This is an optimization exercise on Yosys and OpenROAD, whose aim is small area, not a production implementation. The RTL was checked by simulation tests, not by an equivalence proof against the original design.

==> flow/design.v (excerpt) <==
module blink(input signed [23:0] ins, output signed [23:0] outs,
             output signed [23:0] peak_out, output valid_out,
             input clk, input rst);
For scale: ~840 cells after synthesis, about 150 flip-flops, about 0.011 sq mm of cells after synthesis.
==> flow/config.mk <==
export PLATFORM = sky130hd
export DESIGN_NAME = blink
export DESIGN_NICKNAME = blink
export VERILOG_FILES = /design/flow/design.v
export SDC_FILE = /design/flow/constraint.sdc
export NUM_CORES = 4
export LEC_CHECK = 0
export CAP_MARGIN = 20
export CORE_MARGIN = 2
export CORE_UTILIZATION = 70
export CTS_BUF_LIST = sky130_fd_sc_hd__clkbuf_8
export CTS_CLUSTER_DIAMETER = 200
export CTS_CLUSTER_SIZE = 40
export SLEW_MARGIN = 20
export SYNTH_HIERARCHICAL = 1
export SYNTH_MINIMUM_KEEP_SIZE = 0
==> flow/constraint.sdc <==
create_clock -name core_clock -period 25.0 [get_ports {clk}]
set_input_delay 5.0000 -clock core_clock [delete_from_list [all_inputs] [get_ports {clk}]]
set_output_delay 5.0000 -clock core_clock [all_outputs]
set_load 0.01 [all_outputs]
standard.sh (not shown) runs the stock make flow with config.mk's settings and CLKGATE_MAP_FILE= SYNTH_SCRIPT=/design/flow/synth_recipe.tcl, a recipe that flattens the netlist after the stock synthesis.
==> flow/flow/run.sh <==
#!/bin/bash
# The standard layout, with two changes to how it is made:
#  - every port still gets a buffer, but the smallest one (buf_1) instead of
#    the delay buffer buffer_ports picks by itself;
#  - clock tree synthesis adds no dummy loads to balance the tree.
set -euo pipefail
export BUFFER_PORTS_ARGS="-buffer_cell sky130_fd_sc_hd__buf_1"
export CTS_ARGS="-sink_clustering_enable -repair_clock_nets -dont_use_dummy_load -buf_list sky130_fd_sc_hd__clkbuf_8 -sink_clustering_size 40 -sink_clustering_max_diameter 200"
bash standard.sh > standard.log 2>&1
==> next run, changes <==
==> flow/run.sh (new file) <==
#!/bin/bash
# synth_recipe.tcl (not shown) runs the flow's synth.tcl, then flattens the netlist and writes it again
# the make line also repeats each setting of config.mk as NAME=value (left out here)
make -C /OpenROAD-flow-scripts/flow DESIGN_CONFIG=/design/flow/config.mk WORK_HOME=/design/flow/orfs CLKGATE_MAP_FILE= SYNTH_SCRIPT=/design/flow/synth_recipe.tcl finish
removed: flow/flow/run.sh
removed: flow/standard.sh
=> Design area went up by about 9%. Synthesized cell count is unchanged. Register-to-register slack improves by 0.13 ns. Non-clock buffer count grows by 41. First-iteration DRC count is lower by about 20%. Count of clock-buffer cells in the layout rises by 1. Utilization rises by 6.9 points. Die area is unchanged. Wire length climbs by 11%.
==> next run, changes <==
CORE_UTILIZATION = 65   (was 70)
CTS_BUF_LIST = sky130_fd_sc_hd__clkbuf_4 sky130_fd_sc_hd__clkbuf_8   (was sky130_fd_sc_hd__clkbuf_8)
CTS_CLUSTER_DIAMETER = default   (was 200)
CTS_CLUSTER_SIZE = default   (was 40)
- The changed run passed the timing, design-rule and antenna checks
- global-route usage fell by 2.6 points
- clock skew is about the same
- via count fell by 0.99%
- register-to-register slack stays flat
- area after synthesis stays the same
- fmax stays flat
- count of clock-buffer cells in the layout rose by 6
- cell count rose by 2.5%
- flip-flop and latch count does not change

========
Another version of the RTL of blink (not shown whole).
Size in the first run: roughly 860 cells after synthesis, roughly 150 flip-flops, about 75 I/O pins, roughly 0.011 mm² of cells after synthesis.
export LEC_CHECK = 0
export CAP_MARGIN = 20
export CORE_MARGIN = 2
export CORE_UTILIZATION = 65
export CTS_BUF_LIST = sky130_fd_sc_hd__clkbuf_4 sky130_fd_sc_hd__clkbuf_8
export SLEW_MARGIN = 20
export SYNTH_HIERARCHICAL = 1
export SYNTH_MINIMUM_KEEP_SIZE = 0
create_clock -name core_clock -period 25.0 [get_ports {clk}]
run.sh (not shown) runs the stock make flow with config.mk's settings and CLKGATE_MAP_FILE= SYNTH_SCRIPT=/design/flow/synth_recipe.tcl, a recipe that flattens the netlist after the stock synthesis.
Stock flow here: none of the scripts above is used.
Then changed:
Settings changed: CORE_UTILIZATION 65 to 40, CTS_BUF_LIST sky130_fd_sc_hd__clkbuf_4 sky130_fd_sc_hd__clkbuf_8 to default.
What happened: The new run ran to the end with no violations. Wire length goes down by 0.96%. Fmax is about the same. Die area goes up by 60%. Setup slack improves by 0.072 ns. Worst hold slack degrades by 0.020 ns. Global-route usage goes down by 10 points. Via count goes down by 2.8%. Critical path depth is unchanged. Synthesized area stays the same. Non-clock buffer count goes down by 3.

-- separate check: timing with driven ports --
No port has a modelled driver above. Below, the same layouts with a new extraction and two added sets of constraints.
Step 1 assumes that a clkbuf_16 drives the clock port and a buf_2 every other input.
Step 2 adds t to the input delays and takes it off the output delays; t is the mean of the earliest and latest rising clock arrival at the registers after step 1. Input paths then give back, and output paths get back, about the clock's delay inside the block.
a / b / c = ideal / step 1 / step 2; a / b = the first two.
run | t (ns) | setup WS [ns] | worst hold slack (ns)
the first run of note 1 | 0.487 | 0.403 / 0.382 / 0.382 | 0.525 / 0.525 / 0.525
the second run of note 1 | 0.506 | 0.289 / 0.265 / 0.265 | 0.528 / 0.528 / 0.528
the third run of note 1 | 0.502 | 0.348 / 0.323 / 0.323 | 0.531 / 0.531 / 0.531
the first run of note 2 | 0.502 | 0.323 / 0.298 / 0.298 | 0.560 / 0.560 / 0.560
the second run of note 2 | 0.488 | 0.394 / 0.371 / 0.371 | 0.539 / 0.539 / 0.539
After both steps setup and hold are still met in every run listed.
